Background: an optimization exercise with open tools, aiming at small area and a short achievable clock period. Do not read the settings as production practice. Where RTL was checked, it was by simulation tests only, not by an equivalence proof against the original. Power is estimated from default activity; no workload was simulated.

lane 1:
==> flow/design.v (excerpt) <==
module CPU(clock,reset,MemData,MemOut,rd,wr,PC,IR,MBR,AC,MAR,SR);
==> flow/config.mk <==
export PLATFORM = sky130hd
export DESIGN_NAME = CPU
export DESIGN_NICKNAME = CPU
export VERILOG_FILES = /design/flow/design.v
export SDC_FILE = /design/flow/constraint.sdc
export NUM_CORES = 4
export LEC_CHECK = 0
export ABC_AREA = 1
export CAP_MARGIN = 20
export CORE_MARGIN = 2
export CORE_UTILIZATION = 40
export SLEW_MARGIN = 20
export SYNTH_HIERARCHICAL = 1
==> flow/constraint.sdc <==
create_clock -name core_clock -period 32.0 [get_ports {clock}]
set_input_delay 6.4000 -clock core_clock [delete_from_list [all_inputs] [get_ports {clock}]]
set_output_delay 6.4000 -clock core_clock [all_outputs]
set_load 0.01 [all_outputs]
standard.sh (not shown) runs the stock make flow with config.mk's settings and CLKGATE_MAP_FILE= SYNTH_SCRIPT=/design/flow/synth_recipe.tcl, a recipe that flattens the netlist after the stock synthesis.
==> flow/flow/run.sh <==
#!/bin/bash
set -euo pipefail
MARGIN=$(python3 -c "print(round(${FLOW_PERIOD_NS} - 12.5, 3))")
bash standard.sh SETUP_SLACK_MARGIN=$MARGIN "BUFFER_PORTS_ARGS=-buffer_cell sky130_fd_sc_hd__buf_1" finish > standard_flow.log 2>&1
Lane 1 was carried through to the last stage, and its layout satisfied the timing, DRC and antenna checks.
--- input diff lane 1..lane 2 ---
==> flow/flow/run.sh <==
#!/bin/bash
set -euo pipefail
MARGIN=$(python3 -c "print(round(${FLOW_PERIOD_NS} - 13, 3))")
bash standard.sh SETUP_SLACK_MARGIN=$MARGIN "BUFFER_PORTS_ARGS=-buffer_cell sky130_fd_sc_hd__buf_1" finish > standard_flow.log 2>&1
### Flow results
| total wire length after detailed routing | lane 2 vs lane 1 | 2.7% lower |. Buffer count from post-CTS setup fixing: lane 2 < lane 1. Of lane 2 and lane 1, the higher share of total power in combinational logic belongs to lane 1. Looking at stage delay of the slowest cell on the critical path, lane 2 sits 100 ps above lane 1. Lane 2 finished end to end and its layout was clean on timing, DRC and antenna. From lane 2 to lane 1, CTS H-tree depth did not move at all. Via count: lane 2 better than lane 1. Per the comparison of lane 2 with lane 1, worst setup slack -510 ps; met1 layer usage reported by global route lower.
The following lists how lane 3 was set up differently from lane 2:
-- flow/flow/run.sh --
<<< lane 2, line 1
#!/bin/bash
set -euo pipefail
>>> lane 3, line 1
#!/bin/bash
# The standard layout (standard.sh: unchanged synthesis and steps) with two
# settings passed to ORFS:
set -euo pipefail
Notes after the runs:
- Total of flip-flops plus latches after synthesis: lane 3 vs lane 2, no meaningful difference
- Lane 3 -> lane 2: overall overflow remaining after global route delta 0, exact match
- Taking lane 2 as the reference, in lane 3 power closely matched the old numbers; multi-input logic area closely matched the old numbers; non-clock buffer count closely matched the old numbers.
- Any difference in die area between lane 3 and lane 2 is small enough to ignore.
- Comparing lane 3 against lane 2, there is no change at all in layout-stage area growth over the synthesis result.
- The area after synthesis of lane 2 and that of lane 3 are within noise of each other.
- Lane 3 against lane 2: level count of the clock H-tree neither gained nor lost much; share of synthesized area occupied by flip-flops and latches ~0 delta; wire length of the first global-routing pass now sits at about the same level.

---

CPU, a different RTL version from the one above (not shown whole).
Size in the first run: about 180 flip-flops, roughly 110 I/O pins, roughly 17,000 um^2 of cells after synthesis.
// CPU
module CPU(clock,reset,MemData,MemOut,rd,wr,PC,IR,MBR,AC,MAR,SR);
Settings: LEC_CHECK=0, ABC_AREA=1, CAP_MARGIN=20, CORE_MARGIN=2, CORE_UTILIZATION=40, SLEW_MARGIN=20, SYNTH_HIERARCHICAL=1; clock period 32.0 ns.
==> flow/flow/run.sh <==
#!/bin/bash
set -euo pipefail
MARGIN=$(python3 -c "print(round(${FLOW_PERIOD_NS} - 12, 3))")
bash standard.sh SETUP_SLACK_MARGIN=$MARGIN "BUFFER_PORTS_ARGS=-buffer_cell sky130_fd_sc_hd__buf_1" finish > standard_flow.log 2>&1
The starting point passed the timing, DRC and antenna checks.
==> next run, changes <==
==> flow/flow/run.sh (replaced) <==
#!/bin/bash
set -euo pipefail
MARGIN=$(python3 -c "print(round(${FLOW_PERIOD_NS} - 12.5, 3))")
bash standard.sh SETUP_SLACK_MARGIN=$MARGIN "BUFFER_PORTS_ARGS=-buffer_cell sky130_fd_sc_hd__buf_1" finish > standard_flow.log 2>&1
Effect:
- utilization came out lower by 1.3 points
- die area does not change
- non-clock buffer count decreases by 19
- sequential cell count stays the same
- combinational power is about the same
- setup slack gets worse by 0.27 ns
- global-route usage went down by 0.12 points
Function was not checked in any run of this note: the RTL went through the layout flow alone.

---

CPU, a different RTL version from the one above (not shown whole).
For scale: about 2,800 cells after synthesis, ~170 flip-flops, roughly 110 I/O pins, about 17,000 um^2 of cells after synthesis.
==> flow/config.mk <==
export PLATFORM = sky130hd
export DESIGN_NAME = CPU
export DESIGN_NICKNAME = CPU
export VERILOG_FILES = /design/flow/design.v
export SDC_FILE = /design/flow/constraint.sdc
export NUM_CORES = 4
export LEC_CHECK = 0
export ABC_AREA = 1
export CAP_MARGIN = 20
export CORE_MARGIN = 2
export CORE_UTILIZATION = 40
export CTS_BUF_LIST = sky130_fd_sc_hd__clkbuf_4 sky130_fd_sc_hd__clkbuf_8
export SLEW_MARGIN = 20
export SYNTH_HIERARCHICAL = 1
==> flow/constraint.sdc <==
create_clock -name core_clock -period 32.0 [get_ports {clock}]
set_input_delay 6.4000 -clock core_clock [delete_from_list [all_inputs] [get_ports {clock}]]
set_output_delay 6.4000 -clock core_clock [all_outputs]
set_load 0.01 [all_outputs]
==> flow/flow/run.sh <==
#!/bin/bash
set -euo pipefail
MARGIN=$(python3 -c "print(round(${FLOW_PERIOD_NS} - 13, 3))")
bash standard.sh SETUP_SLACK_MARGIN=$MARGIN "BUFFER_PORTS_ARGS=-buffer_cell sky130_fd_sc_hd__buf_1" finish > standard_flow.log 2>&1
Next try:
--- a/flow/config.mk
+++ b/flow/config.mk
@@ -10,5 +10,4 @@
 export CORE_MARGIN = 2
 export CORE_UTILIZATION = 40
-export CTS_BUF_LIST = sky130_fd_sc_hd__clkbuf_4 sky130_fd_sc_hd__clkbuf_8
 export SLEW_MARGIN = 20
 export SYNTH_HIERARCHICAL = 1
Result: Wire length hardly moves; synthesized cell count stays the same; sequential cell count does not change; total power increases by roughly a tenth; non-clock buffer count decreases by 4; via count stays flat; critical path depth stays the same; combinational power stays flat; setup slack improves by 0.049 ns; die area does not change; hold slack hardly moves.
No run of this note included a check of the RTL's function; only the layout flow was run.

---

CPU, a different RTL version from the one above (not shown whole).
Size: ~2500 cells after synthesis, roughly 170 flip-flops, about 110 I/O pins.
## CPU
module CPU(clock,reset,MemData,MemOut,rd,wr,PC,IR,MBR,AC,MAR,SR);
input clock;
input reset;
input signed [15:0] MemData;
output reg signed [15:0] MemOut;
output reg [10:0] PC,MAR;
output reg signed [15:0] IR,MBR;
output signed [15:0] AC;
output reg wr,rd;
output [3:0] SR;    
reg [2:0] state;
reg signed [15:0] ACr;      
reg [3:0] SRr;
reg accSel;                 
wire [3:0] op = IR[15:12];
wire       m  = IR[11];
wire        dv   = (op == 4'h6);            
wire        sa   = ACr[15];
wire [15:0] lorA;
assign lorA[0] = 1'b0;
genvar ga;
generate
  for (ga = 1; ga < 16; ga = ga + 1) begin : la
    assign lorA[ga] = |ACr[ga-1:0];
  end
endgenerate
wire [15:0] absa = {16{dv}} & (ACr ^ ({16{sa}} & lorA));
reg  [15:0] absAr;
always @(posedge clock) absAr <= absa;
wire [15:0] d1   = m ? MemData : {5'b0, IR[10:0]};    
wire        cin1 = dv & ~d1[15];
wire [15:0] B1c  = d1 ^ {16{cin1}};
wire [17:0] d3   = {{2{d1[15]}}, d1} + {d1[15], d1, 1'b0};
  ...
export LEC_CHECK = 0
export ABC_AREA = 1
export CAP_MARGIN = 20
export CORE_MARGIN = 2
export CORE_UTILIZATION = 40
export SLEW_MARGIN = 20
create_clock -name core_clock -period 32.0 [get_ports {clock}]
==> flow/flow/run.sh <==
#!/bin/bash
# The standard layout (standard.sh, unchanged synthesis and steps) with two
# settings passed to ORFS:
#  - BUFFER_PORTS_ARGS: every port still gets its own buffer, a buf_1 instead
#    of the larger delay cell buffer_ports picks by default.
# The make output goes to standard_flow.log; ORFS keeps each step's log under
# orfs/logs/.
set -euo pipefail
MARGIN=$(python3 -c "print(round(${FLOW_PERIOD_NS} - 13.5, 3))")
bash standard.sh SETUP_SLACK_MARGIN=$MARGIN "BUFFER_PORTS_ARGS=-buffer_cell sky130_fd_sc_hd__buf_1" finish > standard_flow.log 2>&1
Rerun with:
==> flow/flow/run.sh (replaced) <==
#!/bin/bash
set -euo pipefail
MARGIN=$(python3 -c "print(round(${FLOW_PERIOD_NS} - 12.5, 3))")
bash standard.sh SETUP_SLACK_MARGIN=$MARGIN "BUFFER_PORTS_ARGS=-buffer_cell sky130_fd_sc_hd__buf_1" finish > standard_flow.log 2>&1
Effect: Global-route usage grows by 0.68 points. Synthesized area is unchanged. Clock-buffer cell count shrinks by 5. Cell count grows by 5.0%. Wire length grows by 7.0%. Fmax shrinks by about 1.6%.
Rerun with:
==> flow/flow/run.sh (replaced) <==
#!/bin/bash
set -euo pipefail
MARGIN=$(python3 -c "print(round(${FLOW_PERIOD_NS} - 13.5, 3))")
bash standard.sh SETUP_SLACK_MARGIN=$MARGIN "BUFFER_PORTS_ARGS=-buffer_cell sky130_fd_sc_hd__buf_1" finish > standard_flow.log 2>&1
Result: Cell count came out lower by 4.8%. Total power came out lower by 11%. Core utilization came out lower by 6.4 points. Count of clock-buffer cells in the layout came out higher by 5. Routed wire length came out lower by 6.6%. Via count came out lower by 5.3%.

---

Setup of build 67:
CPU, a different RTL version from the one above (not shown whole).
Size in the first run: roughly 2700 cells after synthesis, about 150 flip-flops, roughly 110 I/O pins, roughly 16000 µm² of cells after synthesis.
Settings: LEC_CHECK=0, ABC_AREA=1, CAP_MARGIN=20, CORE_MARGIN=2, CORE_UTILIZATION=40, SLEW_MARGIN=20; clock period 32.0 ns.
==> flow/flow/run.sh <==
#!/bin/bash
set -euo pipefail
MARGIN=$(python3 -c "print(round(${FLOW_PERIOD_NS} - 16, 3))")
bash standard.sh SETUP_SLACK_MARGIN=$MARGIN "BUFFER_PORTS_ARGS=-buffer_cell sky130_fd_sc_hd__buf_1" finish > standard_flow.log 2>&1
Build 67 went all the way through the flow, and no timing, DRC or antenna check failed.
For build 59, these inputs were changed with respect to build 67:
==> flow/flow/run.sh <==
#!/bin/bash
set -euo pipefail
MARGIN=$(python3 -c "print(round(${FLOW_PERIOD_NS} - 14, 3))")
bash standard.sh SETUP_SLACK_MARGIN=$MARGIN "BUFFER_PORTS_ARGS=-buffer_cell sky130_fd_sc_hd__buf_1" finish > standard_flow.log 2>&1
### Flow results
Wire length of the first global-routing pass, build 59 and build 67: smaller value in build 67
In build 59, share of power burned in combinational logic is higher than in build 67.
For the power, build 59 came in about 15% higher than build 67 did.
Diff build 59..build 67 | count of standard-cell rows | unchanged
Slowest library cell on the worst path = fa_2: build 59; slowest library cell on the worst path = nor2_1: build 67
Build 67 reports its termination of the worst setup path as AC[12] while build 59 reports SR[3].
Build 59 ended with more total track usage than build 67.
The final reports for build 59 and build 67 show ratio of final minimum period to clock period lower in the former.
The following lists how build 40 was set up differently from build 59:
# build 59
export LEC_CHECK = 0
export ABC_AREA = 1
export CAP_MARGIN = 20
export CORE_MARGIN = 2
export CORE_UTILIZATION = 40
export SLEW_MARGIN = 20
create_clock -name core_clock -period 32.0 [get_ports {clock}]
# build 40
export LEC_CHECK = 0
export ABC_AREA = 1
export CAP_MARGIN = 20
export CORE_MARGIN = 2
export CORE_UTILIZATION = 65
export PLACE_DENSITY = 0.75
export SLEW_MARGIN = 20
create_clock -name core_clock -period 32.0 [get_ports {clock}]
### Flow results
- Portion of the clock cycle consumed by the worst path in the final layout (higher): build 40
- Going from build 59 to build 40, sum of buffers and inverters on the critical path grows by 6.
- The number of multi-input logic gates on build 59 is in line with that on build 40.
- Build 40 finished end to end and its layout was clean on timing, DRC and antenna.
Here is what was changed in the inputs of build 56 compared with build 40.
# build 40
export LEC_CHECK = 0
export ABC_AREA = 1
export CAP_MARGIN = 20
export CORE_MARGIN = 2
export CORE_UTILIZATION = 65
export PLACE_DENSITY = 0.75
export SLEW_MARGIN = 20
create_clock -name core_clock -period 32.0 [get_ports {clock}]
# build 56
export LEC_CHECK = 0
export ABC_AREA = 1
export CAP_MARGIN = 20
export CORE_MARGIN = 2
export CORE_UTILIZATION = 40
export SLEW_MARGIN = 20
create_clock -name core_clock -period 32.0 [get_ports {clock}]
==> flow/flow/run.sh <==
#!/bin/bash
set -euo pipefail
MARGIN=$(python3 -c "print(round(${FLOW_PERIOD_NS} - 15, 3))")
bash standard.sh SETUP_SLACK_MARGIN=$MARGIN "BUFFER_PORTS_ARGS=-buffer_cell sky130_fd_sc_hd__buf_1" finish > standard_flow.log 2>&1
--- outcome ---
- | clock network power consumption | build 56 vs build 40 | worse |
- Compared with build 40, in build 56 highest net fanout along the worst path rose 12, worst reg2reg path depth saw an increase, power consumption saw a decrease.
- Build 56 vs. build 40: number of setup buffers added after CTS now smaller, effective utilization at floorplan now smaller.
No functional check of the RTL was part of any run of this note.

[separate check: timing with driven ports]
In the flow no input, the clock included, has a driving cell. The finished layouts below were timed again as built, in two steps. Step 1 assumes that a clkbuf_16 drives the clock port and a buf_2 every other input. Step 2 adds t to the input delays and takes it off the output delays; t is the mean of the earliest and latest rising clock arrival at the registers after step 1. Input paths then give back, and output paths get back, about the clock's delay inside the block. Three values: ideal ports, drivers, drivers and shift; two values: the first two.
run | t, ns | setup WS [ns] | clock arrival spread, ns | worst register clock-pin slew, ns | cell pins on the clock port's net
lane 1 | 0.498 | 19.889 / 19.832 / 19.528 | 0.018 / 0.018 | 0.08 / 0.08 | 1
lane 2 | 0.493 | 19.380 / 19.324 / 19.248 | 0.019 / 0.020 | 0.08 / 0.08 | 1
lane 3 | 0.493 | 19.380 / 19.324 / 19.248 | 0.019 / 0.020 | 0.08 / 0.08 | 1
the first run of note 2 | 0.514 | 20.727 / 20.729 / 20.215 | 0.018 / 0.017 | 0.08 / 0.08 | 1
the second run of note 2 | 0.512 | 20.460 / 20.460 / 20.167 | 0.018 / 0.018 | 0.08 / 0.08 | 1
the first run of note 3 | 0.536 | 19.432 / 19.380 / 19.626 | 0.022 / 0.022 | 0.11 / 0.11 | 1
the second run of note 3 | 0.506 | 19.482 / 19.428 / 19.591 | 0.019 / 0.019 | 0.08 / 0.08 | 1
the first run of note 4 | 0.489 | 18.509 / 18.458 / 18.266 | 0.017 / 0.017 | 0.07 / 0.07 | 1
the second run of note 4 | 0.492 | 18.285 / 18.234 / 18.726 | 0.021 / 0.021 | 0.09 / 0.09 | 1
the third run of note 4 | 0.489 | 18.509 / 18.458 / 18.266 | 0.017 / 0.017 | 0.07 / 0.07 | 1
build 67 | 0.497 | 16.788 / 16.732 / 17.075 | 0.023 / 0.023 | 0.08 / 0.08 | 1
build 59 | 0.494 | 18.171 / 18.117 / 18.214 | 0.020 / 0.020 | 0.08 / 0.08 | 1
build 40 | 0.494 | 17.638 / 17.638 / 17.638 | 0.021 / 0.021 | 0.08 / 0.08 | 1
build 56 | 0.498 | 17.527 / 17.473 / 17.876 | 0.014 / 0.013 | 0.08 / 0.08 | 1
After both steps setup and hold are still met in every run listed. For the first run of note 2, which loses most, drivers alone change the setup slack by +0.002 ns; drivers and shift together by -0.512 ns.
